This is an optimization exercise on Yosys and OpenROAD, whose aim is small area and a short achievable clock period, not a production implementation. The RTL was checked by simulation tests, not by an equivalence proof against the original design. In every run shown here, the design's own scripts or RTL, not TritonCTS, make the clock network. The flow treats the clock pin as an ideal source. Dropping or thinning the clock tree relies on that and would not hold on a real chip. Power and IR drop assume default switching activity.

==> flow/design.v <==
`timescale 1ns / 1ps
module gpo (
    input  gn_hi, pn_hi, gn_lo, pn_lo,
    output g, p
);
    assign g = ~(gn_hi & (pn_hi | gn_lo));
    assign p = ~(pn_hi | pn_lo);
endmodule
module gpa (
    input  g_hi, p_hi, g_lo, p_lo,
    output gn, pn
);
    assign gn = ~(g_hi | (p_hi & g_lo));
    assign pn = ~(p_hi & p_lo);
endmodule
module go (
    input  gn_hi, pn_hi, gn_lo,
    output g
);
    assign g = ~(gn_hi & (pn_hi | gn_lo));
endmodule
module ga (
    input  g_hi, p_hi, g_lo,
    output gn
);
    assign gn = ~(g_hi | (p_hi & g_lo));
endmodule
module ginv (
    input  x,
    output y
);
    assign y = ~x;
endmodule
module part3 #(
    parameter N = 43,
    parameter L = 4
)(
    input  [N-1:0]          gn,
    input  [N-1:0]          pn,
    output [(1<<L)-1:0]     c,
    output [(N-1)/2-1:1<<L] g,
    output [(N-1)/2-1:1<<L] p
);
    localparam M = (N - 1) / 2;
    wire [M-1:0] gg [0:L];
    wire [M-1:0] pp [0:L];
    genvar l, m;
    generate
        for (m = 0; m < M; m = m + 1) begin : pr
            if (m == 0) begin : fin
                go u (.gn_hi(gn[1]), .pn_hi(pn[1]), .gn_lo(gn[0]), .g(gg[0][0]));
                assign pp[0][0] = 1'b0;
            end else begin : mid
                gpo u (.gn_hi(gn[2*m+1]), .pn_hi(pn[2*m+1]), .gn_lo(gn[2*m]), .pn_lo(pn[2*m]),
                       .g(gg[0][m]), .p(pp[0][m]));
            end
        end
        for (l = 0; l < L; l = l + 1) begin : lv
            for (m = 0; m < M; m = m + 1) begin : nd
                if (m < (1 << l)) begin : pass
                    ginv u (.x(gg[l][m]), .y(gg[l+1][m]));
                    assign pp[l+1][m] = 1'b0;
                end else if (m < (2 << l)) begin : fin
                    if (l % 2 == 0) begin : a
                        ga u (.g_hi(gg[l][m]), .p_hi(pp[l][m]), .g_lo(gg[l][m-(1<<l)]), .gn(gg[l+1][m]));
                    end else begin : o
                        go u (.gn_hi(gg[l][m]), .pn_hi(pp[l][m]), .gn_lo(gg[l][m-(1<<l)]), .g(gg[l+1][m]));
                    end
                    assign pp[l+1][m] = 1'b0;
                end else begin : mid
                    if (l % 2 == 0) begin : a
                        gpa u (.g_hi(gg[l][m]), .p_hi(pp[l][m]), .g_lo(gg[l][m-(1<<l)]), .p_lo(pp[l][m-(1<<l)]),
                               .gn(gg[l+1][m]), .pn(pp[l+1][m]));
                    end else begin : o
                        gpo u (.gn_hi(gg[l][m]), .pn_hi(pp[l][m]), .gn_lo(gg[l][m-(1<<l)]), .pn_lo(pp[l][m-(1<<l)]),
                               .g(gg[l+1][m]), .p(pp[l+1][m]));
                    end
                end
            end
        end
    endgenerate
    assign c = gg[L][(1<<L)-1:0];
    assign g = gg[L][M-1:1<<L];
    assign p = pp[L][M-1:1<<L];
endmodule
`timescale 1ns / 1ps
module part4(
    input clk,
    input [127:0] a,
    input [127:0] b,
    input cin,
    output [127:0] s,
    output cout
);
    localparam N = 43;
    localparam M = (N - 1) / 2;    
    localparam L = 4;              
    localparam F = 1 << L;         
    wire [128:0] c0;
    wire [127:0] d0s;
    wire [N-1:0] d0g;
    genvar j, i;
    generate
        for (i = 0; i < 128; i = i + 1) begin : fa
            wire ci = (i == 0) ? cin : (i % 3 == 2) ? 1'b0 : c0[i];
            assign d0s[i] = a[i] ^ b[i] ^ ci;
            assign c0[i+1] = (a[i] & b[i]) | (a[i] & ci) | (b[i] & ci);
        end
        for (j = 0; j < N; j = j + 1) begin : sg
            assign d0g[j] = c0[3*j+2];
        end
    endgenerate
    reg [127:0] r0s;
    reg [N-1:0] r0gn;    
    always @(posedge clk) begin
        r0s <= d0s;
        r0gn <= ~d0g;
    end
    wire [N-1:0] pn0;
    assign pn0[0] = ~&r0s[1:0];
    generate
        for (j = 1; j < N; j = j + 1) begin : p0
            assign pn0[j] = ~&r0s[3*j-1 +: 3];
        end
    endgenerate
    wire [F-1:0] c1;
    wire [M-1:F] g1, p1;
    part3 #(.N(N), .L(L)) look (.gn(r0gn), .pn(pn0), .c(c1), .g(g1), .p(p1));
    reg [127:0] r1s;
    reg [F-1:0] r1c;         
    reg [M-1:F] r1g, r1p;    
    reg [M:0]   r1gn;        
    wire [M:0]  gn_even;
    generate
        for (j = 0; j <= M; j = j + 1) begin : ev
            assign gn_even[j] = r0gn[2*j];
        end
    endgenerate
    always @(posedge clk) begin
        r1s <= r0s;
        r1c <= c1;
        r1g <= g1;
        r1p <= p1;
        r1gn <= gn_even;
    end
    wire [N-1:0] co;         
    generate
        for (j = 0; j < N; j = j + 1) begin : fc
            if (j == 0) begin : s0
                assign co[0] = ~r1gn[0];
            end else if (j % 2 == 1 && (j - 1) / 2 < F) begin : odd_done
                assign co[j] = r1c[(j-1)/2];
            end else if (j % 2 == 1) begin : odd
                assign co[j] = r1g[(j-1)/2] | (r1p[(j-1)/2] & r1c[(j-1)/2 - F]);
            end else begin : even
                assign co[j] = ~r1gn[j/2] | ((&r1s[3*j-1 +: 3]) & co[j-1]);
            end
        end
    endgenerate
    wire [127:0] d2;
    assign d2[1:0] = r1s[1:0];
    generate
        for (j = 1; j < N; j = j + 1) begin : ic
            for (i = 0; i < 3; i = i + 1) begin : bt
                if (i == 0) begin : b0
                    assign d2[3*j-1] = r1s[3*j-1] ^ co[j-1];
                end else begin : bn
                    assign d2[3*j-1+i] = r1s[3*j-1+i] ^ (co[j-1] & (&r1s[3*j-1 +: i]));
                end
            end
        end
    endgenerate
    reg [128:0] r2, r3, r4, r5, r6, r7;
    always @(posedge clk) begin
        r2 <= {co[N-1], d2};
        r3 <= r2;
        r4 <= r3;
        r5 <= r4;
        r6 <= r5;
        r7 <= r6;
    end
    assign {cout, s} = r7;
endmodule
==> flow/flow/run.sh <==
#!/bin/bash
# The standard layout with two changes: the smallest buffer on the ports
# (the resizer still upsizes those that limit timing), and a shallow
# two-level clock tree (flow/cts_tree.tcl) in place of TritonCTS's.
# make's full output goes to make.log in this folder.
set -euo pipefail
export BUFFER_PORTS_ARGS="-buffer_cell sky130_fd_sc_hd__buf_1"
export PRE_CTS_TCL="$(pwd)/flow/cts_tree.tcl"
bash standard.sh > make.log 2>&1
==> flow/flow/cts_tree.tcl <==
# Sourced by ORFS's cts.tcl as PRE_CTS_TCL. Replaces clock_tree_synthesis
# with a two-level tree: the flip-flops are split by recursive bisection of
# their placement into equal clusters of at most CTS_TREE_CAP sinks, each driven
# by a leaf buffer at its centre; the leaves are split the same way into
# CTS_TREE_ROOTS groups, each driven by a root buffer that the clock port
# drives. Every flip-flop sees the same two buffers, so the tree is
# balanced; it is just shallower than TritonCTS's. Leaves and roots are
# inverters by default (two inversions per path, so the flip-flops see the
# true clock): an inverter is faster than a buffer.

proc cts_tree_bisect { pts k } {
  # pts: list of {item x y}; splits them into k clusters of near-equal size
  # by recursive bisection across the longer side of their bounding box
  if { $k <= 1 } { return [list $pts] }
  set xs [lsort -real [lmap p $pts { lindex $p 1 }]]
  set ys [lsort -real [lmap p $pts { lindex $p 2 }]]
  set dx [expr { [lindex $xs end] - [lindex $xs 0] }]
  set dy [expr { [lindex $ys end] - [lindex $ys 0] }]
  set idx [expr { $dx >= $dy ? 1 : 2 }]
  set s [lsort -real -index $idx $pts]
  set k1 [expr { $k / 2 }]
  set h [expr { int(round([llength $s] * double($k1) / $k)) }]
  return [concat [cts_tree_bisect [lrange $s 0 [expr { $h - 1 }]] $k1] \
                 [cts_tree_bisect [lrange $s $h end] [expr { $k - $k1 }]]]
}

proc cts_tree_centre { pts } {
  set sx 0.0; set sy 0.0
  foreach p $pts { set sx [expr { $sx + [lindex $p 1] }]; set sy [expr { $sy + [lindex $p 2] }] }
  set n [llength $pts]
  return [list [expr { int($sx / $n) }] [expr { int($sy / $n) }]]
}

proc cts_tree_buffer { block master name x y innet } {
  set inst [odb::dbInst_create $block $master $name]
  $inst setLocation $x $y
  $inst setPlacementStatus PLACED
  set net [odb::dbNet_create $block "${name}_net"]
  $net setSigType CLOCK
  foreach it [$inst getITerms] { if { [$it isOutputSignal] } { $it connect $net } }
  if { $innet ne "" } { [$inst findITerm A] connect $innet }
  return [list $inst $net]
}

rename clock_tree_synthesis cts_tree_tritoncts
proc clock_tree_synthesis { args } {
  set cap [expr { [info exists ::env(CTS_TREE_CAP)] ? $::env(CTS_TREE_CAP) : 40 }]
  set nroots [expr { [info exists ::env(CTS_TREE_ROOTS)] ? $::env(CTS_TREE_ROOTS) : 4 }]
  set leafbuf [expr { [info exists ::env(CTS_TREE_LEAF)] ? $::env(CTS_TREE_LEAF) : "sky130_fd_sc_hd__clkinv_16" }]
  set rootbuf [expr { [info exists ::env(CTS_TREE_ROOT)] ? $::env(CTS_TREE_ROOT) : "sky130_fd_sc_hd__clkinv_16" }]
  set db [ord::get_db]
  set block [ord::get_db_block]
  set src [lindex [get_property [lindex [all_clocks] 0] sources] 0]
  set clknet [[$block findBTerm [get_full_name $src]] getNet]
  set sinks {}
  foreach it [$clknet getITerms] {
    set bb [[$it getInst] getBBox]
    lappend sinks [list $it [expr { ([$bb xMin] + [$bb xMax]) / 2 }] [expr { ([$bb yMin] + [$bb yMax]) / 2 }]]
  }
  set clusters [cts_tree_bisect $sinks [expr { int(ceil([llength $sinks] / double($cap))) }]]
  set leaves {}
  set i 0
  foreach c $clusters {
    lassign [cts_tree_centre $c] x y
    lappend leaves [list $i $x $y]
    set leafnet($i) $c
    incr i
  }
  set groups [cts_tree_bisect $leaves [expr { min($nroots, [llength $leaves]) }]]
  set lm [$db findMaster $leafbuf]
  set rm [$db findMaster $rootbuf]
  set r 0
  foreach g $groups {
    lassign [cts_tree_centre $g] x y
    lassign [cts_tree_buffer $block $rm "ctree_root_$r" $x $y $clknet] rinst rnet
    foreach l $g {
      lassign $l li lx ly
      lassign [cts_tree_buffer $block $lm "ctree_leaf_$li" $lx $ly $rnet] linst lnet
      foreach s $leafnet($li) {
        set it [lindex $s 0]
        $it disconnect
        $it connect $lnet
      }
    }
    incr r
  }
  puts "cts_tree: [llength $sinks] sinks, [llength $clusters] leaf buffers, [llength $groups] root buffers"
  set_propagated_clock [all_clocks]
}
==> flow/standard.sh <==
#!/bin/bash
# synth_recipe.tcl (not shown) runs the flow's synth.tcl, then flattens the netlist and writes it again
# the make line also repeats each setting of config.mk as NAME=value (left out here)
make -C /OpenROAD-flow-scripts/flow DESIGN_CONFIG=/design/flow/config.mk WORK_HOME=/design/flow/orfs CLKGATE_MAP_FILE= SYNTH_SCRIPT=/design/flow/synth_recipe.tcl "${@:-finish}"
==> flow/config.mk <==
export PLATFORM = sky130hd
export DESIGN_NAME = part4
export DESIGN_NICKNAME = part4
export VERILOG_FILES = /design/flow/design.v
export SDC_FILE = /design/flow/constraint.sdc
export NUM_CORES = 4
export LEC_CHECK = 0
export CAP_MARGIN = 20
export CORE_MARGIN = 2
export CORE_UTILIZATION = 60
export PLACE_DENSITY = 0.75
export SETUP_SLACK_MARGIN = 1.5
export SLEW_MARGIN = 20
export SYNTH_HIERARCHICAL = 1
export SYNTH_MINIMUM_KEEP_SIZE = 0
==> flow/constraint.sdc <==
create_clock -name core_clock -period 3.2 [get_ports {clk}]
set_input_delay 0.6400 -clock core_clock [delete_from_list [all_inputs] [get_ports {clk}]]
set_output_delay 0.6400 -clock core_clock [all_outputs]
set_load 0.01 [all_outputs]
==> summary.txt, run 1 <==
worst hold slack after final layout 0.304 ns; Hold Buf Count CTS 0; crit start category input port; routability congestion estimate 0.801; Internal 0.0186 W; total core area 46400 sq um; Final min period 1.64 ns; Max Clk Rate 611 MHz; total iterations of the first detailed-routing run 4; global-route wire length before repair 62.2 mm; floorplan die area 48500 sq um; maximum number of pins on one net before global-route repair 40; data required time at the worst endpoint 3.36 ns; Setup TNS Final 0 ns; area grow syn2layout 12.8%; Worst Path Arrival 1.80 ns; total area of multi-input combinational cells 5770 sq um; HPWL Detailed 32.8 mm; number of inserted filler cells in the final layout 3198; # IOs 387; most common cell after layout, fill and taps aside sky130_fd_sc_hd__dfxtp_1; fraction of layout instances using a drive strength above 1 10.1%; Syn Area/Cell 15.9 sq um; Least-Margin Pin Slew 0.427 ns; worst clock skew 0.0458 ns; max_cap viols 0; CP Capture Type register; post-route DRC violation count 0; number of global-route vias before repair 12582; setup repair after global routing missed its margin false; overall routing resource usage 16.5%; width of the die 220 um; via count 12610; post-CTS setup buffer count 0; commonest cells after routing, fill and taps aside sky130_fd_sc_hd__dfxtp_1, sky130_fd_sc_hd__buf_1, sky130_fd_sc_hd__nand2_1; worst skew pair latency 0.34 ns; final wirelength 41.8 mm; status no timing/DRC/antenna violations; switching share of power 25.7%; per-cell via count in the routed design 4.51; num rows 79; Antenna Violating Nets Remaining 0; Yosys warning count 8; Buffers on Ports 386; overflow left after global routing 0; maximum ir drop on the vdd rail 650 uV; path class of the lowest-slack min-delay path reg2reg; clock-pin slew on the worst setup and hold paths 0.10 ns; average routed wire per standard cell 15.0 um; sequential cell area 22400 sq um; total nets after synthesis 2197; Clock Power Share 20.7%; height of the chip 220 um; Reg power frac 72.2%; antenna diode count 0; fraction of power consumed by combinational cells 7.1%; share of the cycle needed by the critical path after routing 51.1%; total count of hold-check failures in the final report 0; # nets final 2618; initial antenna violation count 0; starting density of the core 60.6%; Pins Over Slew Limit 0; area of the mapped netlist 28100 sq um; P_sw 0.00643 W; number of instances in the synthesized netlist 1769; total setup violations reported at the end of the flow 0; worst-path fanout max 1; power per cell area 789 nW/um^2; remaining max-slew budget at the tightest pin 71.4%; Setup CP Type in2reg; DRC violation total after the first TritonRoute iteration 396; Leakage 12.7 nW; count of instances resized after the clock tree is built 1
state kept, by name, indices dropped and copies added, names as in the netlist, 128 cells and up:
name,count
r5,129
r7,129
r6,129
r1s,128
r4,129
r2,129
r3,129
r0s,128
through the flow:
stage / power [W] / setup slack, ns / area, sq um / std cells / utilization [%]
3_3_place_gp: 0.0200 / 1.29 / 30600 / 2762 / 66.1
6_report: 0.0250 / 1.56 / 31700 / 2795 / 68.3
2_1_floorplan: 0.0189 / 1.50 / 28400 / 1769 / -
5_1_grt: 0.0262 / 1.52 / 31700 / 2795 / 68.3
3_5_place_dp: 0.0202 / 1.26 / 30600 / 2762 / 66.1
4_1_cts: 0.0253 / 1.53 / 31600 / 2795 / 68.2
power groups by stage:
stage / clock network, W / registers (W) / logic (W)
final: 0.00518 / 0.0180 / 0.00178
after global routing: 0.00586 / 0.0183 / 0.00200
after CTS: 0.00535 / 0.0181 / 0.00182
after detailed placement: 0 / 0.0184 / 0.00181
after global placement: 0 / 0.0183 / 0.00175
after floorplan: 0 / 0.0182 / 0.000711
worst max-delay path, stage by stage:
cell and delay, ns:
sky130_fd_sc_hd__buf_1 0.10, sky130_fd_sc_hd__ha_4 0.17, sky130_fd_sc_hd__fa_2 0.35, sky130_fd_sc_hd__fa_1 0.53
layer usage:
metal / vias up / track usage, % / routed length, um
li1: 6413 / - / -
met1: 5892 / 21.2 / 18300
met2: 248 / 30.1 / 20900
met3: 57 / 1.80 / 1600
met4: 0 / 3.71 / 1030
met5: - / 0 / 0
worst paths after layout:
path	from	endpoint	slack [ns]	cells past startpoint
min reg2reg	r4[55]	r5[55]	0.30	0
max	a[77]	r0s[79]	1.56	4
max reg2reg	r0s[52]	r1c[8]	1.63	6
min	r4[55]	r5[55]	0.30	0
area by class of cell:
class / instances / area share, %
tap: 607 / 2.40
timing repair buffer: 386 / 4.57
sequential: 1121 / 70.9
multi-input combinational: 579 / 18.2
inverter: 102 / 3.95
==> inputs of run 2 (changes only) <==
--- a/flow/design.v
+++ b/flow/design.v
@@ -24,6 +24,32 @@
     output gn
 );
     assign gn = ~(g_hi | (p_hi & g_lo));
+endmodule
+module hadd (
+    input  a, b,
+    output s, c
+);
+    assign s = a ^ b;
+    assign c = a & b;
+endmodule
+module fadd (
+    input  a, b, ci,
+    output s, co
+);
+    assign s = a ^ b ^ ci;
+    assign co = (a & b) | (a & ci) | (b & ci);
+endmodule
+module pxor (
+    input  a, b,
+    output y
+);
+    assign y = a ^ b;
+endmodule
+module cout_n (
+    input  g, p, ci,
+    output con
+);
+    assign con = ~(g | (p & ci));
 endmodule
 module ginv (
     input  x,
@@ -37,9 +63,8 @@
 )(
     input  [N-1:0]          gn,
     input  [N-1:0]          pn,
-    output [(1<<L)-1:0]     c,
-    output [(N-1)/2-1:1<<L] g,
-    output [(N-1)/2-1:1<<L] p
+    output [(N-1)/2-1:0]    g,
+    output [(N-1)/2-1:0]    p
 );
     localparam M = (N - 1) / 2;
     wire [M-1:0] gg [0:L];
@@ -79,9 +104,8 @@
             end
         end
     endgenerate
-    assign c = gg[L][(1<<L)-1:0];
-    assign g = gg[L][M-1:1<<L];
-    assign p = pp[L][M-1:1<<L];
+    assign g = gg[L];
+    assign p = pp[L];
 endmodule
 `timescale 1ns / 1ps
 module part4(
@@ -94,27 +118,32 @@
 );
     localparam N = 43;
     localparam M = (N - 1) / 2;    
-    localparam L = 4;              
-    localparam F = 1 << L;         
-    wire [128:0] c0;
+    localparam L1 = 3;             
     wire [127:0] d0s;
-    wire [N-1:0] d0g;
+    wire [N-1:0] d0gn;
     genvar j, i;
     generate
-        for (i = 0; i < 128; i = i + 1) begin : fa
-            wire ci = (i == 0) ? cin : (i % 3 == 2) ? 1'b0 : c0[i];
-            assign d0s[i] = a[i] ^ b[i] ^ ci;
-            assign c0[i+1] = (a[i] & b[i]) | (a[i] & ci) | (b[i] & ci);
-        end
-        for (j = 0; j < N; j = j + 1) begin : sg
-            assign d0g[j] = c0[3*j+2];
+        for (j = 0; j < N; j = j + 1) begin : sl
+            localparam LO = (j == 0) ? 0 : 3 * j - 1;    
+            localparam HI = 3 * j + 1;                   
+            wire [HI:LO] c;                              
+            if (j == 0) begin : b0
+                fadd u (.a(a[0]), .b(b[0]), .ci(cin), .s(d0s[0]), .co(c[1]));
+            end else begin : bn
+                hadd u0 (.a(a[LO]), .b(b[LO]), .s(d0s[LO]), .c(c[LO+1]));
+                fadd u1 (.a(a[LO+1]), .b(b[LO+1]), .ci(c[LO+1]), .s(d0s[LO+1]), .co(c[LO+2]));
+            end
+            wire p, g;
+            hadd ut (.a(a[HI]), .b(b[HI]), .s(p), .c(g));
+            pxor us (.a(p), .b(c[HI]), .y(d0s[HI]));
+            cout_n uc (.g(g), .p(p), .ci(c[HI]), .con(d0gn[j]));
         end
     endgenerate
     reg [127:0] r0s;
     reg [N-1:0] r0gn;    
     always @(posedge clk) begin
         r0s <= d0s;
-        r0gn <= ~d0g;
+        r0gn <= d0gn;
     end
     wire [N-1:0] pn0;
     assign pn0[0] = ~&r0s[1:0];
@@ -123,13 +152,11 @@
             assign pn0[j] = ~&r0s[3*j-1 +: 3];
         end
     endgenerate
-    wire [F-1:0] c1;
-    wire [M-1:F] g1, p1;
-    part3 #(.N(N), .L(L)) look (.gn(r0gn), .pn(pn0), .c(c1), .g(g1), .p(p1));
+    wire [M-1:0] g1n, p1n;    
+    part3 #(.N(N), .L(L1)) look (.gn(r0gn), .pn(pn0), .g(g1n), .p(p1n));
     reg [127:0] r1s;
-    reg [F-1:0] r1c;         
-    reg [M-1:F] r1g, r1p;    
-    reg [M:0]   r1gn;        
+    reg [M-1:0] r1gn, r1pn;    
+    reg [M:0]   r1en;          
     wire [M:0]  gn_even;
     generate
         for (j = 0; j <= M; j = j + 1) begin : ev
@@ -138,22 +165,41 @@
     endgenerate
     always @(posedge clk) begin
         r1s <= r0s;
-        r1c <= c1;
-        r1g <= g1;
-        r1p <= p1;
-        r1gn <= gn_even;
+        r1gn <= g1n;
+        r1pn <= p1n;
+        r1en <= gn_even;
     end
+    wire [M-1:0] g3, p3, g4n, p4n;
+    generate
+        for (j = 0; j < M; j = j + 1) begin : l3
+            if (j < 8) begin : pass
+                ginv u (.x(r1gn[j]), .y(g3[j]));
+                assign p3[j] = 1'b0;
+            end else if (j < 16) begin : fin
+                go u (.gn_hi(r1gn[j]), .pn_hi(r1pn[j]), .gn_lo(r1gn[j-8]), .g(g3[j]));
+                assign p3[j] = 1'b0;
+            end else begin : mid
+                gpo u (.gn_hi(r1gn[j]), .pn_hi(r1pn[j]), .gn_lo(r1gn[j-8]), .pn_lo(r1pn[j-8]),
+                       .g(g3[j]), .p(p3[j]));
+            end
+        end
+        for (j = 0; j < M; j = j + 1) begin : l4
+            if (j < 16) begin : pass
+                ginv u (.x(g3[j]), .y(g4n[j]));
+            end else begin : fin
+                ga u (.g_hi(g3[j]), .p_hi(p3[j]), .g_lo(g3[j-16]), .gn(g4n[j]));
+            end
+        end
+    endgenerate
     wire [N-1:0] co;         
     generate
         for (j = 0; j < N; j = j + 1) begin : fc
             if (j == 0) begin : s0
-                assign co[0] = ~r1gn[0];
-            end else if (j % 2 == 1 && (j - 1) / 2 < F) begin : odd_done
-                assign co[j] = r1c[(j-1)/2];
+                assign co[0] = ~r1en[0];
             end else if (j % 2 == 1) begin : odd
-                assign co[j] = r1g[(j-1)/2] | (r1p[(j-1)/2] & r1c[(j-1)/2 - F]);
+                assign co[j] = ~g4n[(j-1)/2];
             end else begin : even
-                assign co[j] = ~r1gn[j/2] | ((&r1s[3*j-1 +: 3]) & co[j-1]);
+                assign co[j] = ~r1en[j/2] | ((&r1s[3*j-1 +: 3]) & co[j-1]);
             end
         end
     endgenerate
==> flow/flow/run.sh (replaced) <==
#!/bin/bash
# The standard layout with three changes: the smallest buffer on the ports,
# a shallow two-level clock tree (flow/cts_tree.tcl) in place of
# TritonCTS's, and stronger cells on the paths to the outputs (set when the
# tree is built; the resizer still sizes everything as usual afterwards).
# make's full output goes to make.log in this folder.
set -euo pipefail
export BUFFER_PORTS_ARGS="-buffer_cell sky130_fd_sc_hd__buf_1"
export PRE_CTS_TCL="$(pwd)/flow/cts_tree.tcl"
export CTS_TREE_OUT_BUF=sky130_fd_sc_hd__buf_4
export CTS_TREE_OUT_FF=sky130_fd_sc_hd__dfxtp_2
bash standard.sh > make.log 2>&1
--- a/flow/flow/cts_tree.tcl
+++ b/flow/flow/cts_tree.tcl
@@ -40,6 +40,35 @@
   foreach it [$inst getITerms] { if { [$it isOutputSignal] } { $it connect $net } }
   if { $innet ne "" } { [$inst findITerm A] connect $innet }
   return [list $inst $net]
+}
+
+# Gives each output port's buffer, and the flip-flop that drives it, the
+# drive strengths CTS_TREE_OUT_BUF and CTS_TREE_OUT_FF (when set): the
+# paths to the outputs carry the fixed output delay, so they are the ones
+# that need the drive.
+proc cts_tree_size_outputs { block } {
+  set obuf [expr { [info exists ::env(CTS_TREE_OUT_BUF)] ? $::env(CTS_TREE_OUT_BUF) : "" }]
+  set off [expr { [info exists ::env(CTS_TREE_OUT_FF)] ? $::env(CTS_TREE_OUT_FF) : "" }]
+  set nb 0; set nf 0
+  foreach bt [$block getBTerms] {
+    if { [$bt getIoType] ne "OUTPUT" } { continue }
+    set net [$bt getNet]
+    if { $net eq "NULL" } { continue }
+    foreach it [$net getITerms] {
+      if { ![$it isOutputSignal] } { continue }
+      set buf [$it getInst]
+      if { ![string match "*__buf_*" [[$buf getMaster] getName]] } { continue }
+      set in [$buf findITerm A]
+      if { $in eq "NULL" || [$in getNet] eq "NULL" } { continue }
+      foreach dit [[$in getNet] getITerms] {
+        if { [$dit isOutputSignal] && [string match "*__dfxtp_*" [[[$dit getInst] getMaster] getName]] } {
+          if { $off ne "" } { replace_cell [[$dit getInst] getName] $off; incr nf }
+        }
+      }
+      if { $obuf ne "" } { replace_cell [$buf getName] $obuf; incr nb }
+    }
+  }
+  puts "cts_tree: resized $nb output buffers and $nf flip-flops"
 }
 
 rename clock_tree_synthesis cts_tree_tritoncts
@@ -85,5 +114,6 @@
     incr r
   }
   puts "cts_tree: [llength $sinks] sinks, [llength $clusters] leaf buffers, [llength $groups] root buffers"
+  cts_tree_size_outputs $block
   set_propagated_clock [all_clocks]
 }
--- a/flow/config.mk
+++ b/flow/config.mk
@@ -9,7 +9,7 @@
 export CORE_MARGIN = 2
 export CORE_UTILIZATION = 60
 export PLACE_DENSITY = 0.75
-export SETUP_SLACK_MARGIN = 1.5
+export SETUP_SLACK_MARGIN = 1.6
 export SLEW_MARGIN = 20
 export SYNTH_HIERARCHICAL = 1
 export SYNTH_MINIMUM_KEEP_SIZE = 0
==> run 2 against run 1 <==
Effect of this change:
- clock power is essentially flat
- still clean on timing, DRC and antenna
- via count grew 4.1%
- total power grew 3.1%
- critical path depth grew 1
==> summary.txt, run 2 <==
Buffers on Ports 386 (unchanged); Setup CP Type reg2reg (was in2reg); path class of the lowest-slack min-delay path reg2reg (unchanged); remaining max-slew budget at the tightest pin 71.2% (was 71.4%); total nets after synthesis 2264 (was 2197); share of the cycle needed by the critical path after routing 47.4% (was 51.1%); power per cell area 790 nW/um^2 (was 789 nW/um^2); routability congestion estimate 0.864 (was 0.801); data required time at the worst endpoint 3.42 ns (was 3.36 ns); number of global-route vias before repair 13340 (was 12582); final wirelength 43.4 mm (was 41.8 mm); post-route DRC violation count 0 (unchanged); Worst Path Arrival 1.73 ns (was 1.80 ns); area grow syn2layout 13.5% (was 12.8%); worst clock skew 0.0429 ns (was 0.0458 ns); commonest cells after routing, fill and taps aside sky130_fd_sc_hd__dfxtp_1, sky130_fd_sc_hd__buf_1, sky130_fd_sc_hd__buf_4, sky130_fd_sc_hd__dfxtp_2, sky130_fd_sc_hd__ha_1 (was sky130_fd_sc_hd__dfxtp_1, sky130_fd_sc_hd__buf_1, sky130_fd_sc_hd__nand2_1); internal reg-to-reg setup slack 1.68 ns (was 1.63 ns); per-cell via count in the routed design 4.57 (was 4.51); crit start category register (was input port); Max Clk Rate 660 MHz (was 611 MHz); overall routing resource usage 17.0% (was 16.5%); total count of hold-check failures in the final report 0 (unchanged); # nets final 2685 (was 2618); overflow left after global routing 0 (unchanged); antenna diode count 0 (unchanged); Hold Buf Count CTS 0 (unchanged); CP Capture Type register (unchanged); Syn Area/Cell 15.7 sq um (was 15.9 sq um); global-route wire length before repair 66.5 mm (was 62.2 mm); maximum number of pins on one net before global-route repair 40 (unchanged); Yosys warning count 8 (unchanged); floorplan die area 49700 sq um (was 48500 sq um); initial antenna violation count 1 (was 0); num rows 80 (was 79); placed inst area 31000 sq um (was 30600 sq um); worst skew pair latency 0.34 ns (about the same); total iterations of the first detailed-routing run 4 (unchanged); number of instances in the synthesized netlist 1836 (was 1769); Finished Cell Area 32600 sq um (was 31700 sq um); total core area 47500 sq um (was 46400 sq um); worst hold slack after final layout 0.295 ns (was 0.304 ns); Global Route met3 Usage 2.16% (was 1.80%); most common cell after layout, fill and taps aside sky130_fd_sc_hd__dfxtp_1 (unchanged); Final min period 1.52 ns (was 1.64 ns); Setup TNS Final 0 ns (unchanged); width of the die 223 um (was 220 um); global routing usage on met2 31.3% (was 30.1%); total setup violations reported at the end of the flow 0 (unchanged); setup repair after global routing missed its margin false (unchanged); GR peak layer met2 (unchanged); HPWL Detailed 33.3 mm (was 32.8 mm); max_cap viols 0 (unchanged); status no timing/DRC/antenna violations (unchanged); via count 13122 (was 12610); Total Power Consumption 0.0258 W (was 0.0250 W); met1 Resource Use GR 21.1% (was 21.2%); Least-Margin Pin Slew 0.431 ns (was 0.427 ns); fraction of layout instances using a drive strength above 1 20.5% (was 10.1%); maximum ir drop on the vdd rail 615 uV (was 650 uV); Pins Over Slew Limit 0 (unchanged); height of the chip 223 um (was 220 um); DRC violation total after the first TritonRoute iteration 508 (was 396); number of inserted filler cells in the final layout 3224 (was 3198); area of the mapped netlist 28700 sq um (was 28100 sq um); # IOs 387 (unchanged); average routed wire per standard cell 15.1 um (was 15.0 um); clock-pin slew on the worst setup and hold paths 0.10 ns (about the same); Leakage 13.7 nW (was 12.7 nW); starting density of the core 60.4% (was 60.6%); Antenna Violating Nets Remaining 0 (unchanged); worst-path fanout max 3 (was 1)
[run 2: final cells by class]
cell class                      instances  area (sq um)  area share [%]
Tap cell                              615           769            2.36
Sequential cell                      1129         22800            69.8
Multi-Input combinational cell        653          5960            18.3
Timing Repair Buffer                  386          1930            5.93
Inverter                               87          1190            3.66
[run 2: final timing paths]
kind | startpoint | depth (start not counted) | end
max | r0s[14] | 5 | r1gn[7]
min | r6[4] | 0 | r7[4]
max reg2reg | r0s[14] | 5 | r1gn[7]
min reg2reg | r6[4] | 0 | r7[4]
[run 2: power by group]
part / switching [W] / internal [W]
logic: 0.00113 / 0.00111
clock network: 0.00445 / 0.000760
registers: 0.00102 / 0.0173
[run 2: worst max-delay path: stages, from the launching register on]
cell and delay, ns:
sky130_fd_sc_hd__dfxtp_1 0.35, sky130_fd_sc_hd__nand3_1 0.12, sky130_fd_sc_hd__nor2_1 0.37, sky130_fd_sc_hd__nand2_1 0.16
sky130_fd_sc_hd__o21ai_1 0.31, sky130_fd_sc_hd__a21oi_2 0.09
[run 2: what timing repair did]
| item | in CTS | in global routing |
|---|---|---|
| resized for setup | 2 | 8 |
| setup buffers | 0 | 0 |
| endpoints found under the setup margin | 4 | 22 |
[run 2: layer usage]
metal	vias to the layer above	share of wire (%)
li1	6707	-
met1	6085	44
met2	258	50
met3	70	3.9
met4	2	2.8
met5	-	0.016
[run 2: through the flow]
step	worst slack [ns]	util [%]	std cells
global route	1.61	68.6	2870
detailed placement	1.52	65.1	2837
global placement	1.56	65.1	2837
CTS	1.62	68.6	2870
floorplan	1.69	-	1836
finish	1.68	68.6	2870
==> inputs of run 3 (changes only) <==
--- a/flow/config.mk
+++ b/flow/config.mk
@@ -9,7 +9,7 @@
 export CORE_MARGIN = 2
 export CORE_UTILIZATION = 60
 export PLACE_DENSITY = 0.75
-export SETUP_SLACK_MARGIN = 1.6
+export SETUP_SLACK_MARGIN = 1.8
 export SLEW_MARGIN = 20
 export SYNTH_HIERARCHICAL = 1
 export SYNTH_MINIMUM_KEEP_SIZE = 0
==> run 3 against run 2 <==
Effect of this change:
- still clean on timing, DRC and antenna
- sequential power barely moved
- worst hold slack better by 0.0053 ns
- register-to-register slack gained 0.17 ns
- synthesized area unchanged
- critical path depth is 4 lower
- cell count rose by 0.17%
- die area did not move
- critical path type is now reg2out
==> summary.txt, run 3 <==
total count of hold-check failures in the final report 0 (unchanged); area grow syn2layout 18.7% (was 13.5%); Reg power frac 70.0% (was 71.1%); Setup CP Type reg2out (was reg2reg); cells traversed along the worst timing path buf_6 (was nand3_1 -> nor2_1 -> nand2_1 -> o21ai_1 -> a21oi_2); total setup violations reported at the end of the flow 0 (unchanged); worst clock skew 0.0472 ns (was 0.0429 ns); Final min period 1.45 ns (was 1.52 ns); fraction of layout instances using a drive strength above 1 27.1% (was 20.5%); starting density of the core 60.4% (unchanged); share of the cycle needed by the critical path after routing 45.5% (was 47.4%); final wirelength 44.6 mm (was 43.4 mm); Antenna Violating Nets Remaining 0 (unchanged); total iterations of the first detailed-routing run 4 (unchanged); per-cell via count in the routed design 4.60 (was 4.57); final worst-path setup slack 1.75 ns (was 1.68 ns); max_cap viols 0 (unchanged); overflow left after global routing 0 (unchanged); number of global-route vias before repair 13602 (was 13340); dominant delay contributor by cell family on the critical path flip-flops (was simple AND/OR/NAND/NOR gates); placed inst area 31600 sq um (was 31000 sq um); area of the mapped netlist 28700 sq um (unchanged); data required time at the worst endpoint 2.56 ns (was 3.42 ns); maximum number of pins on one net before global-route repair 40 (unchanged); maximum ir drop on the vdd rail 698 uV (was 615 uV); Pins Over Slew Limit 0 (unchanged); worst skew pair latency 0.34 ns (about the same); num rows 80 (unchanged); total nets after synthesis 2264 (unchanged); status no timing/DRC/antenna violations (unchanged); Least-Margin Pin Slew 0.346 ns (was 0.431 ns); # IOs 387 (unchanged); power per cell area 771 nW/um^2 (was 790 nW/um^2); start point of the worst min-delay path r6[8] (was r6[4]); switching share of power 25.8% (was 25.6%); Internal 0.0195 W (was 0.0192 W); r2r endpoint r1gn[14] (was r1gn[7]); width of the die 223 um (unchanged); WP depth 1 (was 5); Setup TNS Final 0 ns (unchanged); Buffers on Ports 386 (unchanged); clock-pin slew on the worst setup and hold paths 0.10 ns (about the same); post-route DRC violation count 0 (unchanged); overall routing resource usage 17.3% (was 17.0%); via count 13225 (was 13122); initial antenna violation count 0 (was 1); Leakage 13.9 nW (was 13.7 nW); antenna diode count 0 (unchanged); Yosys warning count 8 (unchanged); P_sw 0.00679 W (was 0.00659 W); internal reg-to-reg setup slack 1.85 ns (was 1.68 ns); longest individual stage delay on the worst path 0.37 ns (about the same); Clock Power Share 19.9% (was 20.2%); # nets final 2690 (was 2685); remaining max-slew budget at the tightest pin 77.0% (was 71.2%); CP Capture Type primary output (was register); path class of the lowest-slack min-delay path reg2reg (unchanged); Worst Path Arrival 0.81 ns (was 1.73 ns); HPWL Detailed 33.2 mm (was 33.3 mm); global-route wire length before repair 68.3 mm (was 66.5 mm); DRC violation total after the first TritonRoute iteration 519 (was 508); Max Clk Rate 687 MHz (was 660 MHz); Buf+Inv Stages, Crit Path 1 (was 0); total core area 47500 sq um (unchanged); floorplan die area 49700 sq um (unchanged); height of the chip 223 um (unchanged); Total Power Consumption 0.0263 W (was 0.0258 W); Reg2Reg Launch Point r0s[88] (was r0s[14]); most common cell after layout, fill and taps aside sky130_fd_sc_hd__dfxtp_1 (unchanged); routability congestion estimate 0.845 (was 0.864); Worst Hold Endpoint r7[8] (was r7[4]); number of instances in the synthesized netlist 1836 (unchanged); cell type of the slowest stage on the worst timing path sky130_fd_sc_hd__dfxtp_2 (was sky130_fd_sc_hd__nor2_1); crit start category register (unchanged); fraction of power consumed by combinational cells 10.1% (was 8.7%); Hold Buf Count CTS 0 (unchanged); setup repair after global routing missed its margin true (was false); worst setup timing slack at the placement stage 1.59 ns (was 1.52 ns); Finished Cell Area 34100 sq um (was 32600 sq um); Reg2Reg Depth 5 (unchanged); Syn Area/Cell 15.7 sq um (unchanged); cell depth of the worst hold path 0 (unchanged); average routed wire per standard cell 15.5 um (was 15.1 um); commonest cells after routing, fill and taps aside sky130_fd_sc_hd__dfxtp_1, sky130_fd_sc_hd__buf_1, sky130_fd_sc_hd__dfxtp_2 (was sky130_fd_sc_hd__dfxtp_1, sky130_fd_sc_hd__buf_1, sky130_fd_sc_hd__buf_4, sky130_fd_sc_hd__dfxtp_2, sky130_fd_sc_hd__ha_1); final core area utilization 71.8% (was 68.6%); worst-path fanout max 1 (was 3)
## run 3: worst max-delay path by stage
stage	from	to
5_1_grt	r7[7]	s[7]
2_1_floorplan	a[98]	r0s[100]
6_report	r7[7]	s[7]
3_3_place_gp	a[116]	r0s[118]
4_1_cts	r7[35]	s[35]
3_5_place_dp	r0s[46]	r1pn[12]
## run 3: power by group through the flow
stage / Combinational (W) / Sequential [W] / Clock, W
after floorplan: 0.000907 / 0.0184 / 0
after global placement: 0.00197 / 0.0184 / 0
after detailed placement: 0.00202 / 0.0186 / 0
after CTS: 0.00265 / 0.0185 / 0.00538
after global routing: 0.00288 / 0.0187 / 0.00591
final: 0.00266 / 0.0184 / 0.00523
## run 3: routing by layer
metal  track usage [%]  part of all wire, %  vias up
met5                 0                    0        -
met1              21.9                   43     6209
met2              31.8                   51      253
met3              1.75                  3.1       63
li1                  -                    -     6700
met4              4.37                  2.7        0
## run 3: cell type report
| type | instances | area, sq um |
|---|---|---|
| well taps | 615 | 769 |
| inverters | 87 | 1190 |
| fillers | 3031 | 13400 |
| multi-input cells | 653 | 6910 |
| repair buffers | 391 | 2450 |
| flip-flops and latches | 1129 | 22800 |
## run 3: per-stage QoR
stage	std cells	hold slack [ns]
2_1_floorplan	1836	0.310
6_report	2875	0.300
4_1_cts	2873	0.305
3_5_place_dp	2837	0.312
5_1_grt	2875	0.304
3_3_place_gp	2837	0.310
## run 3: repair_timing
| item | in CTS | in global routing |
|---|---|---|
| pin swaps | 4 | 17 |
| endpoints found under the setup margin | 168 | 176 |
| gates resized for setup | 159 | 76 |
| buffers inserted | 3 | 2 |
==> inputs of run 4 (changes only) <==
--- a/flow/config.mk
+++ b/flow/config.mk
@@ -9,7 +9,7 @@
 export CORE_MARGIN = 2
 export CORE_UTILIZATION = 60
 export PLACE_DENSITY = 0.75
-export SETUP_SLACK_MARGIN = 1.8
+export SETUP_SLACK_MARGIN = 1.7
 export SLEW_MARGIN = 20
 export SYNTH_HIERARCHICAL = 1
 export SYNTH_MINIMUM_KEEP_SIZE = 0
==> run 4 against run 3 <==
Effect of this change:
- still clean on timing, DRC and antenna
- first-iteration DRC count fell by 27%
- worst hold slack gained 0.0081 ns
- register-to-register slack lost 0.07 ns
- sequential share of layout area is 2.6 points higher
- final area fell by 3.8%
- combinational power is 14% lower
- worst setup slack worse by 0.0082 ns
- core utilization shrank 2.7 points
- largest cell class unchanged
- flip-flop and latch count stayed put
- sequential power barely moved
- clock power is essentially flat
==> summary.txt, run 4 <==
Pins Over Slew Limit 0 (unchanged); Finished Cell Area 32800 sq um (was 34100 sq um); width of the die 223 um (unchanged); maximum number of pins on one net before global-route repair 40 (unchanged); Max Clk Rate 684 MHz (was 687 MHz); starting density of the core 60.4% (unchanged); crit start category register (unchanged); Syn Area/Cell 15.7 sq um (unchanged); Worst Path Arrival 0.82 ns (was 0.81 ns); Antenna Violating Nets Remaining 0 (unchanged); total setup violations reported at the end of the flow 0 (unchanged); Leakage 13.7 nW (was 13.9 nW); overall routing resource usage 17.0% (was 17.3%); height of the chip 223 um (unchanged); Worst Hold Endpoint r3[3] (was r7[8]); cell type of the slowest stage on the worst timing path sky130_fd_sc_hd__dfxtp_2 (unchanged); per-cell via count in the routed design 4.58 (was 4.60); number of instances in the synthesized netlist 1836 (unchanged); fraction of layout instances using a drive strength above 1 23.2% (was 27.1%); final wirelength 43.4 mm (was 44.6 mm); power per cell area 786 nW/um^2 (was 771 nW/um^2); P_sw 0.00660 W (was 0.00679 W); Reg power frac 70.9% (was 70.0%); Final min period 1.46 ns (was 1.45 ns); # nets final 2688 (was 2690); Total Power Consumption 0.0258 W (was 0.0263 W); commonest cells after routing, fill and taps aside sky130_fd_sc_hd__dfxtp_1, sky130_fd_sc_hd__buf_1, sky130_fd_sc_hd__buf_4 (was sky130_fd_sc_hd__dfxtp_1, sky130_fd_sc_hd__buf_1, sky130_fd_sc_hd__dfxtp_2); initial antenna violation count 2 (was 0); final worst-path setup slack 1.74 ns (was 1.75 ns); overflow left after global routing 0 (unchanged); Reg2Reg Depth 6 (was 5); setup repair after global routing missed its margin true (unchanged); Buffers on Ports 386 (unchanged); startpoint of the worst setup timing path r7[40] (was r7[7]); num rows 80 (unchanged); fraction of power consumed by combinational cells 8.9% (was 10.1%); switching share of power 25.6% (was 25.8%); worst clock skew 0.0482 ns (was 0.0472 ns); Buf+Inv Stages, Crit Path 1 (unchanged); total nets after synthesis 2264 (unchanged); status no timing/DRC/antenna violations (unchanged); routability congestion estimate 0.796 (was 0.845); worst-path fanout max 1 (unchanged); total iterations of the first detailed-routing run 4 (unchanged); average routed wire per standard cell 15.1 um (was 15.5 um); dominant delay contributor by cell family on the critical path flip-flops (unchanged); Clock Power Share 20.2% (was 19.9%); Internal 0.0192 W (was 0.0195 W); clock-pin slew on the worst setup and hold paths 0.11 ns (was 0.10 ns); worst setup timing slack at the placement stage 1.55 ns (was 1.59 ns); Setup CP Type reg2out (unchanged); r2r endpoint r2[105] (was r1gn[14]); start point of the worst min-delay path r2[3] (was r6[8]); total core area 47500 sq um (unchanged); maximum ir drop on the vdd rail 611 uV (was 698 uV); post-route DRC violation count 0 (unchanged); global-route wire length before repair 66.7 mm (was 68.3 mm); placed inst area 31100 sq um (was 31600 sq um); Setup TNS Final 0 ns (unchanged); worst skew pair latency 0.34 ns (about the same); floorplan die area 49700 sq um (unchanged); share of the cycle needed by the critical path after routing 45.7% (was 45.5%); Least-Margin Pin Slew 0.359 ns (was 0.346 ns); Yosys warning count 8 (unchanged); CP Capture Type primary output (unchanged); cells traversed along the worst timing path buf_4 (was buf_6); # IOs 387 (unchanged); total count of hold-check failures in the final report 0 (unchanged); number of inserted filler cells in the final layout 3216 (was 3031); DRC violation total after the first TritonRoute iteration 379 (was 519); area of the mapped netlist 28700 sq um (unchanged); HPWL Detailed 33.6 mm (was 33.2 mm); cell depth of the worst hold path 0 (unchanged); data required time at the worst endpoint 2.56 ns (about the same); area grow syn2layout 14.2% (was 18.7%); max_cap viols 0 (unchanged); path class of the lowest-slack min-delay path reg2reg (unchanged); longest individual stage delay on the worst path 0.34 ns (was 0.37 ns); most common cell after layout, fill and taps aside sky130_fd_sc_hd__dfxtp_1 (unchanged); internal reg-to-reg setup slack 1.78 ns (was 1.85 ns); Reg2Reg Launch Point r1gn[0] (was r0s[88]); Hold Buf Count CTS 0 (unchanged); number of global-route vias before repair 13471 (was 13602); remaining max-slew budget at the tightest pin 76.0% (was 77.0%); via count 13155 (was 13225)
==> run 4: what timing repair did <==
item | CTS | global route
pin swaps | 1 | 4
resized for setup | 9 | 23
endpoints found under the setup margin | 26 | 35
buffers inserted | 0 | 3
==> run 4: worst max path at each step <==
stage               cells past startpoint  slack (ns)  endpoint
finish                                  1        1.74     s[40]
CTS                                     5        1.71   r1pn[9]
floorplan                               3        1.74  r0s[100]
detailed placement                      5        1.55  r1gn[16]
global placement                        5        1.57  r1pn[20]
global route                            6        1.67   r2[105]
==> run 4: cell type report <==
| type | count | area, sq um | share of cell area [%] |
|---|---|---|---|
| Antenna cell | 1 | 2.50 | 0.00762 |
| Inverter | 87 | 1190 | 3.64 |
| Multi-Input combinational cell | 653 | 6140 | 18.7 |
| Sequential cell | 1129 | 22800 | 69.4 |
| Tap cell | 615 | 769 | 2.34 |
| Timing Repair Buffer | 389 | 1960 | 5.96 |
==> run 4: per-stage QoR <==
step                hold WS, ns  std cells  utilization, %
floorplan                 0.310       1836               -
global placement          0.310       2837            65.3
detailed placement        0.312       2837            65.3
CTS                       0.318       2870            68.8
global route              0.322       2873            69.0
finish                    0.308       2874            69.0
==> run 4: routing by layer <==
metal,global-route usage (%),share of wire [%],up-vias
li1,-,-,6706
met1,19.7,41,6106
met2,32.0,51,263
met3,3.02,4.9,76
met4,4.81,3.2,4
met5,0,0.051,-
==> run 4: power by group through the flow <==
stage / Clock [W] / Sequential, W / Combinational (W)
5_1_grt: 0.00591 / 0.0186 / 0.00252
3_3_place_gp: 0 / 0.0184 / 0.00191
3_5_place_dp: 0 / 0.0186 / 0.00197
6_report: 0.00521 / 0.0183 / 0.00230
2_1_floorplan: 0 / 0.0184 / 0.000883
4_1_cts: 0.00538 / 0.0184 / 0.00233
==> inputs of run 5 (changes only) <==
==> flow/flow/run.sh (replaced) <==
#!/bin/bash
# The standard layout with four changes: the smallest drive for every
# combinational cell of the synthesised netlist (flow/downsize.tcl; the
# resizer sizes up where timing needs it), the smallest buffer on the
# ports, a shallow two-level clock tree (flow/cts_tree.tcl) in place of
# TritonCTS's, and stronger cells on the paths to the outputs (set when the
# tree is built; the resizer still sizes everything as usual afterwards).
# make's full output goes to make.log in this folder.
set -euo pipefail
export BUFFER_PORTS_ARGS="-buffer_cell sky130_fd_sc_hd__buf_1"
export PRE_FLOORPLAN_TCL="$(pwd)/flow/downsize.tcl"
export PRE_CTS_TCL="$(pwd)/flow/cts_tree.tcl"
export CTS_TREE_OUT_BUF=sky130_fd_sc_hd__buf_4
export CTS_TREE_OUT_FF=sky130_fd_sc_hd__dfxtp_2
bash standard.sh > make.log 2>&1
==> flow/flow/downsize.tcl (new file) <==
# Sourced by ORFS's floorplan.tcl as PRE_FLOORPLAN_TCL, on the synthesised
# netlist. Yosys's ABC maps the small lookahead modules with drive strength
# 2 gates, sized for a load they do not have; this gives every
# combinational cell the smallest drive of its kind. The floorplan's setup
# repair, and the resizer in the later steps, size up again where timing
# needs it.
set cts_ds_n 0
set cts_ds_area 0.0
foreach inst [[ord::get_db_block] getInsts] {
  set m [[$inst getMaster] getName]
  if { ![regexp {^(sky130_fd_sc_hd__[a-z0-9]+)_([0-9]+)$} $m -> base drive] } { continue }
  if { $drive <= 1 || [string match "*df*" $base] || [string match "*buf*" $base] } { continue }
  set small [[ord::get_db] findMaster "${base}_1"]
  if { $small eq "NULL" } { continue }
  set cts_ds_area [expr { $cts_ds_area + [[$inst getMaster] getWidth] - [$small getWidth] }]
  replace_cell [$inst getName] "${base}_1"
  incr cts_ds_n
}
puts "downsize: $cts_ds_n cells to drive 1"
==> run 5 against run 4 <==
Effect of this change:
- critical path type is now reg2reg
- total power down 0.73%
- clock skew down 0.0099 ns
- critical path depth up 4
- sequential power about the same
- largest cell class unchanged
- global-route usage down 0.47 points
- synthesized cell count unchanged
- combinational power down 8%
- worst hold slack worse by 0.0018 ns
==> summary.txt, run 5 <==
status no timing/DRC/antenna violations (unchanged); most common cell after layout, fill and taps aside sky130_fd_sc_hd__dfxtp_1 (unchanged); HPWL Detailed 32.0 mm (was 33.6 mm); height of the chip 220 um (was 223 um); post-route DRC violation count 0 (unchanged); commonest cells after routing, fill and taps aside sky130_fd_sc_hd__dfxtp_1, sky130_fd_sc_hd__buf_1, sky130_fd_sc_hd__dfxtp_2 (was sky130_fd_sc_hd__dfxtp_1, sky130_fd_sc_hd__buf_1, sky130_fd_sc_hd__buf_4); remaining max-slew budget at the tightest pin 74.7% (was 76.0%); Setup TNS Final 0 ns (unchanged); Antenna Violating Nets Remaining 0 (unchanged); Final min period 1.48 ns (was 1.46 ns); Total Power Consumption 0.0256 W (was 0.0258 W); setup repair after global routing missed its margin true (unchanged); starting density of the core 60.6% (was 60.4%); start point of the worst min-delay path r6[32] (was r2[3]); maximum ir drop on the vdd rail 648 uV (was 611 uV); area of the mapped netlist 28100 sq um (was 28700 sq um); DRC violation total after the first TritonRoute iteration 591 (was 379); Reg2Reg Launch Point r0s[74] (was r1gn[0]); total core area 46400 sq um (was 47500 sq um); path class of the lowest-slack min-delay path reg2reg (unchanged); total area of multi-input combinational cells 5400 sq um (was 6140 sq um); Worst Path Arrival 1.68 ns (was 0.82 ns); Pins Over Slew Limit 0 (unchanged); total count of hold-check failures in the final report 0 (unchanged); area grow syn2layout 14.2% (about the same); number of inserted filler cells in the final layout 3133 (was 3216); width of the die 220 um (was 223 um); number of instances in the synthesized netlist 1836 (unchanged); worst-path fanout max 2 (was 1); worst setup timing slack at the placement stage 1.45 ns (was 1.55 ns); average routed wire per standard cell 14.8 um (was 15.1 um); internal reg-to-reg setup slack 1.72 ns (was 1.78 ns); overflow left after global routing 0 (unchanged); worst skew pair latency 0.34 ns (about the same); worst hold slack after final layout 0.306 ns (was 0.308 ns); share of the cycle needed by the critical path after routing 46.3% (was 45.7%); power per cell area 798 nW/um^2 (was 786 nW/um^2); total setup violations reported at the end of the flow 0 (unchanged); Syn Area/Cell 15.3 sq um (was 15.7 sq um); final core area utilization 69.2% (was 69.0%); per-cell via count in the routed design 4.57 (was 4.58); total nets after synthesis 2264 (unchanged); final wirelength 42.4 mm (was 43.4 mm); number of global-route vias before repair 12520 (was 13471); via count 13097 (was 13155); data required time at the worst endpoint 3.40 ns (was 2.56 ns); overall routing resource usage 16.5% (was 17.0%); crit start category register (unchanged); Reg2Reg Depth 5 (was 6); sequential cell area 22800 sq um (about the same); Least-Margin Pin Slew 0.376 ns (was 0.359 ns); floorplan die area 48500 sq um (was 49700 sq um); final worst-path setup slack 1.72 ns (was 1.74 ns); global-route wire length before repair 62.2 mm (was 66.7 mm); worst clock skew 0.0383 ns (was 0.0482 ns); r2r endpoint r1gn[19] (was r2[105]); worst setup path endpoint r1gn[19] (was s[40]); Yosys warning count 8 (unchanged); CP Capture Type register (was primary output); num rows 79 (was 80); max_cap viols 0 (unchanged); # nets final 2687 (was 2688); total iterations of the first detailed-routing run 5 (was 4); Setup CP Type reg2reg (was reg2out); maximum number of pins on one net before global-route repair 40 (unchanged); routability congestion estimate 0.785 (was 0.796); initial antenna violation count 1 (was 2); fraction of layout instances using a drive strength above 1 14.3% (was 23.2%); # IOs 387 (unchanged); Leakage 13.6 nW (was 13.7 nW); Buffers on Ports 386 (unchanged); startpoint of the worst setup timing path r0s[74] (was r7[40]); Max Clk Rate 675 MHz (was 684 MHz); clock-pin slew on the worst setup and hold paths 0.10 ns (was 0.11 ns)
-- run 5: power breakdown --
group	internal [W]	switching [W]	leakage (nW)
Combinational	0.00106	0.00105	3.65
Clock	0.000760	0.00446	0.377
Sequential	0.0173	0.000974	9.52
Total	0.0191	0.00648	13.6
-- run 5: worst min-delay path by stage --
stage / depth (start not counted) / endpoint
2_1_floorplan: 0 / r1en[21]
3_3_place_gp: 0 / r6[75]
3_5_place_dp: 0 / r1s[125]
4_1_cts: 0 / r7[32]
5_1_grt: 0 / r7[32]
6_report: 0 / r7[32]
-- run 5: layout make-up --
type                    count  share of cell area [%]
well taps                 607                    2.37
diodes                      1                 0.00780
inverters                  87                    3.72
repair buffers            388                    6.10
flip-flops and latches   1129                    71.0
multi-input cells         653                    16.8
-- run 5: worst max-delay path, stage by stage (launching register included) --
cell	delay (ns)
sky130_fd_sc_hd__dfxtp_1	0.38
sky130_fd_sc_hd__nand3_1	0.13
sky130_fd_sc_hd__o21ai_1	0.34
sky130_fd_sc_hd__a21oi_1	0.17
sky130_fd_sc_hd__o21ai_1	0.26
sky130_fd_sc_hd__a21oi_1	0.09
-- run 5: layer usage --
metal  track usage, %  wire length (um)
met1             21.5             19100
met2             29.7             20800
met3             1.91              1590
met4             3.76               893
met5                0                 0
-- run 5: timing repair --
| item | 4_1_cts | 5_1_grt |
|---|---|---|
| hold buffers | 0 | 0 |
| setup endpoints to repair | 13 | 35 |
| pin swaps | 0 | 2 |
| resized for setup | 7 | 29 |
| buffers inserted | 0 | 2 |
-- run 5: metrics by stage --
step	cell area, sq um	instances
3_3_place_gp	30300	2829
3_5_place_dp	30300	2829
2_1_floorplan	28100	1836
5_1_grt	32100	2865
4_1_cts	32000	2862
6_report	32100	2865
==> inputs of run 6 (changes only) <==
--- a/flow/config.mk
+++ b/flow/config.mk
@@ -9,7 +9,7 @@
 export CORE_MARGIN = 2
 export CORE_UTILIZATION = 60
 export PLACE_DENSITY = 0.75
-export SETUP_SLACK_MARGIN = 1.7
+export SETUP_SLACK_MARGIN = 1.75
 export SLEW_MARGIN = 20
 export SYNTH_HIERARCHICAL = 1
 export SYNTH_MINIMUM_KEEP_SIZE = 0
==> run 6 against run 5 <==
Effect of this change:
- still clean
- synthesized cell count is the same
- wire length grew 2.1%
- final area grew 1.4%
- critical path depth shrank 4
- via count grew 1.3%
- critical endpoint is now s[9]
- highest routed layer unchanged
==> summary.txt, run 6 <==
status no timing/DRC/antenna violations (unchanged); total iterations of the first detailed-routing run 7 (was 5); maximum ir drop on the vdd rail 725 uV (was 648 uV); HPWL Detailed 32.4 mm (was 32.0 mm); Worst Path Arrival 0.81 ns (was 1.68 ns); max_cap viols 0 (unchanged); dominant delay contributor by cell family on the critical path flip-flops (was compound AO/OA/AOI/OAI gates); cell type of the slowest stage on the worst timing path sky130_fd_sc_hd__dfxtp_2 (was sky130_fd_sc_hd__dfxtp_1); worst setup timing slack at the placement stage 1.50 ns (was 1.45 ns); commonest cells after routing, fill and taps aside sky130_fd_sc_hd__dfxtp_1, sky130_fd_sc_hd__buf_1, sky130_fd_sc_hd__dfxtp_2 (unchanged); fraction of layout instances using a drive strength above 1 17.2% (was 14.3%); share of the cycle needed by the critical path after routing 45.4% (was 46.3%); Antenna Violating Nets Remaining 0 (unchanged); total core area 46400 sq um (unchanged); CP Capture Type primary output (was register); average routed wire per standard cell 15.1 um (was 14.8 um); total count of hold-check failures in the final report 0 (unchanged); total setup violations reported at the end of the flow 0 (unchanged); area of the mapped netlist 28100 sq um (unchanged); initial antenna violation count 1 (unchanged); width of the die 220 um (unchanged); setup repair after global routing missed its margin true (unchanged); routability congestion estimate 0.783 (was 0.785); number of instances in the synthesized netlist 1836 (unchanged); data required time at the worst endpoint 2.56 ns (was 3.40 ns); num rows 79 (unchanged); worst-path fanout max 1 (was 2); post-CTS setup buffer count 0 (unchanged); worst clock skew 0.0416 ns (was 0.0383 ns); Buf+Inv Stages, Crit Path 1 (was 0); per-cell via count in the routed design 4.63 (was 4.57); Setup TNS Final 0 ns (unchanged); total nets after synthesis 2264 (unchanged); final worst-path setup slack 1.75 ns (was 1.72 ns); Yosys warning count 8 (unchanged); maximum number of pins on one net before global-route repair 40 (unchanged); clock-pin slew on the worst setup and hold paths 0.10 ns (about the same); worst skew pair latency 0.34 ns (about the same); Max Clk Rate 688 MHz (was 675 MHz); number of global-route vias before repair 13034 (was 12520); area grow syn2layout 15.8% (was 14.2%); floorplan die area 48500 sq um (unchanged); # IOs 387 (unchanged); Leakage 13.6 nW (about the same); post-route DRC violation count 0 (unchanged); Buffers on Ports 386 (unchanged); overflow left after global routing 0 (unchanged); height of the chip 220 um (unchanged); overall routing resource usage 17.0% (was 16.5%); starting density of the core 60.6% (unchanged); Syn Area/Cell 15.3 sq um (unchanged); global-route wire length before repair 64.3 mm (was 62.2 mm); remaining max-slew budget at the tightest pin 74.9% (was 74.7%); Least-Margin Pin Slew 0.374 ns (was 0.376 ns); Pins Over Slew Limit 0 (unchanged); final wirelength 43.3 mm (was 42.4 mm); most common cell after layout, fill and taps aside sky130_fd_sc_hd__dfxtp_1 (unchanged); cells traversed along the worst timing path buf_6 (was nand3_1 -> o21ai_1 -> a21oi_1 -> o21ai_1 -> a21oi_1); crit start category register (unchanged); via count 13264 (was 13097); path class of the lowest-slack min-delay path reg2reg (unchanged); Setup CP Type reg2out (was reg2reg); Final min period 1.45 ns (was 1.48 ns); # nets final 2685 (was 2687); power per cell area 794 nW/um^2 (was 798 nW/um^2); DRC violation total after the first TritonRoute iteration 537 (was 591); longest individual stage delay on the worst path 0.37 ns (was 0.38 ns)
==> run 6: through the flow <==
stage	util, %	cells	hold WS [ns]	power (W)	instance area, sq um
after floorplan	-	1836	0.310	0.0191	28200
after global placement	65.6	2829	0.310	0.0201	30400
after detailed placement	65.6	2829	0.312	0.0203	30400
after CTS	69.5	2862	0.300	0.0259	32200
after global routing	70.2	2863	0.305	0.0271	32500
final	70.2	2863	0.299	0.0258	32500
==> run 6: timing repair <==
item / CTS / global route
setup endpoints to repair: 57 / 104
pin swaps: 0 / 8
hold buffers: 0 / 0
resized for setup: 48 / 82
==> run 6: final timing paths <==
kind / slack (ns) / endpoint / cells past startpoint / start
min reg2reg: 0.30 / r4[6] / 0 / r3[6]
min: 0.30 / r4[6] / 0 / r3[6]
max: 1.75 / s[9] / 1 / r7[9]
max reg2reg: 1.81 / r2[117] / 6 / r1pn[10]
==> run 6: where the power goes <==
group          internal, W  switching [W]
Combinational      0.00119        0.00106
Sequential          0.0173        0.00105
Clock             0.000759        0.00445
Total               0.0193        0.00656
==> run 6: final cells by class <==
cell class | count | area, sq um
sequential | 1129 | 22800
fill | 3070 | 13800
multi-input combinational | 653 | 5640
timing repair buffer | 386 | 2160
inverter | 87 | 1190
tap | 607 | 759
antenna | 1 | 2.50
==> run 6: routing by layer <==
layer | track usage [%] | routed length (um) | up-vias
met1 | 21.9 | 19000 | 6210
met3 | 1.81 | 1720 | 62
met4 | 4.16 | 1150 | 0
li1 | - | - | 6703
met5 | 0 | 0 | -
met2 | 30.6 | 21400 | 289
==> inputs of run 7 (changes only) <==
--- a/flow/config.mk
+++ b/flow/config.mk
@@ -9,7 +9,7 @@
 export CORE_MARGIN = 2
 export CORE_UTILIZATION = 60
 export PLACE_DENSITY = 0.75
-export SETUP_SLACK_MARGIN = 1.75
+export SETUP_SLACK_MARGIN = 1.8
 export SLEW_MARGIN = 20
 export SYNTH_HIERARCHICAL = 1
 export SYNTH_MINIMUM_KEEP_SIZE = 0
==> run 7 against run 6 <==
Effect of this change:
- clock skew is 0.0012 ns higher
- still clean on timing, DRC and antenna
- synthesized cell count stayed put
- combinational power is about 10% higher
- via count is 0.68% lower
==> summary.txt, run 7 <==
maximum number of pins on one net before global-route repair 40 (unchanged); Setup CP Type reg2out (unchanged); Yosys warning count 8 (unchanged); dominant delay contributor by cell family on the critical path flip-flops (unchanged); Worst Path Arrival 0.82 ns (was 0.81 ns); internal reg-to-reg setup slack 1.81 ns (about the same); total nets after synthesis 2264 (unchanged); DRC violation total after the first TritonRoute iteration 552 (was 537); Reg2Reg Launch Point r1gn[2] (was r1pn[10]); area of the mapped netlist 28100 sq um (unchanged); overall routing resource usage 17.6% (was 17.0%); worst clock skew 0.0428 ns (was 0.0416 ns); sequential cell area 22800 sq um (about the same); WP depth 1 (unchanged); num rows 79 (unchanged); setup repair after global routing missed its margin true (unchanged); per-cell via count in the routed design 4.60 (was 4.63); average routed wire per standard cell 15.6 um (was 15.1 um); cell type of the slowest stage on the worst timing path sky130_fd_sc_hd__dfxtp_2 (unchanged); max_cap viols 0 (unchanged); Total Power Consumption 0.0261 W (was 0.0258 W); Antenna Violating Nets Remaining 0 (unchanged); width of the die 220 um (unchanged); # nets final 2686 (was 2685); status no timing/DRC/antenna violations (unchanged); Max Clk Rate 687 MHz (was 688 MHz); CP Capture Type primary output (unchanged); r2r endpoint r2[117] (unchanged); Least-Margin Pin Slew 0.338 ns (was 0.374 ns); remaining max-slew budget at the tightest pin 77.3% (was 74.9%); total setup violations reported at the end of the flow 0 (unchanged); most common cell after layout, fill and taps aside sky130_fd_sc_hd__dfxtp_1 (unchanged); worst-path fanout max 1 (unchanged); share of the cycle needed by the critical path after routing 45.5% (was 45.4%); floorplan die area 48500 sq um (unchanged); total instance count after detailed placement 2829 (unchanged); global-route wire length before repair 66.1 mm (was 64.3 mm); total area of multi-input combinational cells 5990 sq um (was 5640 sq um); cells traversed along the worst timing path buf_6 (unchanged); Buffers on Ports 386 (unchanged); Setup TNS Final 0 ns (unchanged); longest individual stage delay on the worst path 0.37 ns (about the same); total core area 46400 sq um (unchanged); antenna diode count 0 (was 1); worst skew pair latency 0.34 ns (about the same); startpoint of the worst setup timing path r7[102] (was r7[9]); data required time at the worst endpoint 2.56 ns (about the same); filler-free cell count of the finished design 2863 (unchanged); initial antenna violation count 0 (was 1); fraction of layout instances using a drive strength above 1 20.7% (was 17.2%); Final min period 1.46 ns (was 1.45 ns); Leakage 13.6 nW (about the same); Buf+Inv Stages, Crit Path 1 (unchanged); power per cell area 788 nW/um^2 (was 794 nW/um^2); starting density of the core 60.6% (unchanged); crit start category register (unchanged); maximum ir drop on the vdd rail 602 uV (was 725 uV); via count 13174 (was 13264); Pins Over Slew Limit 0 (unchanged); final core area utilization 71.5% (was 70.2%); HPWL Detailed 33.0 mm (was 32.4 mm); Hold Buf Count CTS 0 (unchanged); height of the chip 220 um (unchanged); area grow syn2layout 18.0% (was 15.8%); post-route DRC violation count 0 (unchanged); number of instances in the synthesized netlist 1836 (unchanged); worst setup path endpoint s[102] (was s[9]); clock-pin slew on the worst setup and hold paths 0.10 ns (about the same); total iterations of the first detailed-routing run 4 (was 7); number of global-route vias before repair 13189 (was 13034); overflow left after global routing 0 (unchanged); routability congestion estimate 0.781 (was 0.783); final wirelength 44.6 mm (was 43.3 mm); number of inserted filler cells in the final layout 2940 (was 3070); commonest cells after routing, fill and taps aside sky130_fd_sc_hd__dfxtp_1, sky130_fd_sc_hd__buf_1, sky130_fd_sc_hd__dfxtp_2 (unchanged); path class of the lowest-slack min-delay path reg2reg (unchanged); Syn Area/Cell 15.3 sq um (unchanged); Reg2Reg Depth 6 (unchanged); # IOs 387 (unchanged); total count of hold-check failures in the final report 0 (unchanged)
## run 7: how the worst min path moves through the flow
stage              from        to  slack, ns  cells past startpoint
3_5_place_dp    r2[102]   r3[102]       0.31                      0
3_3_place_gp    r2[106]   r3[106]       0.31                      0
6_report        r2[102]   r3[102]       0.29                      0
4_1_cts         r2[102]   r3[102]       0.30                      0
2_1_floorplan  r0gn[42]  r1en[21]       0.31                      0
5_1_grt         r4[103]   r5[103]       0.30                      0
## run 7: through the flow
step | instance area [sq um] | hold WS, ns | setup WS [ns]
CTS | 32900 | 0.295 | 1.73
detailed placement | 30700 | 0.312 | 1.44
floorplan | 28400 | 0.310 | 1.76
finish | 33200 | 0.293 | 1.74
global placement | 30700 | 0.310 | 1.41
global route | 33200 | 0.301 | 1.68
## run 7: layer usage
metal	global-route usage (%)	share of wire, %
met5	0	0
met4	3.67	2.3
met3	1.59	3.4
met2	31.4	49
met1	23.4	45
## run 7: cell type report
type / count / area share [%]
flip-flops and latches: 1129 / 68.7
multi-input cells: 653 / 18.1
repair buffers: 387 / 7.31
inverters: 87 / 3.61
well taps: 607 / 2.29
## run 7: timing repair
action                                  in CTS  in global routing
pin swaps                                    3                 22
gates resized for setup                    161                 76
setup buffers                                0                  1
endpoints found under the setup margin     178                181
## run 7: where the power goes
| part | total, W | switching, W | internal [W] | leakage [nW] |
|---|---|---|---|---|
| clock | 0.00524 | 0.00448 | 0.000760 | 0.377 |
| sequential | 0.0184 | 0.00110 | 0.0173 | 9.52 |
| combinational | 0.00247 | 0.00111 | 0.00135 | 3.74 |

[what the ideal ports hide]
How much do the figures lean on ideal ports? The routed layouts below were timed once more, with nothing changed but the port constraints. Step 1 (the two cells are an assumption about what drives the block):
set clk [get_ports {clk}]
set_driving_cell -lib_cell sky130_fd_sc_hd__clkbuf_16 $clk
set_driving_cell -lib_cell sky130_fd_sc_hd__buf_2 [delete_from_list [all_inputs] $clk]
Step 2 moves the port delays by t, midway between the first and last clock arrival at a register: inputs arrive t later, outputs are due t later. That takes back most of the time a late clock gives input paths. Three values: no drivers, after step 1, after step 2; two values: the first two.
run	shift t [ns]	slack for setup (ns)	hold slack, ns	pins driven straight from the clock port
run 1	0.556	1.564 / 1.419 / 1.233	0.304 / 0.306 / 0.306	4
run 2	0.563	1.684 / 1.477 / 1.513	0.295 / 0.292 / 0.295	4
run 3	0.557	1.745 / 1.502 / 1.530	0.300 / 0.301 / 0.301	4
run 4	0.561	1.737 / 1.494 / 1.566	0.308 / 0.293 / 0.309	4
run 5	0.556	1.717 / 1.496 / 1.407	0.306 / 0.301 / 0.307	4
run 6	0.555	1.747 / 1.507 / 1.500	0.299 / 0.294 / 0.300	4
run 7	0.557	1.745 / 1.502 / 1.523	0.293 / 0.295 / 0.295	4
After both steps setup and hold are still met in every run listed. The setup slack of run 1, which loses most, moves by -0.145 ns with the drivers and by -0.331 ns with both steps.
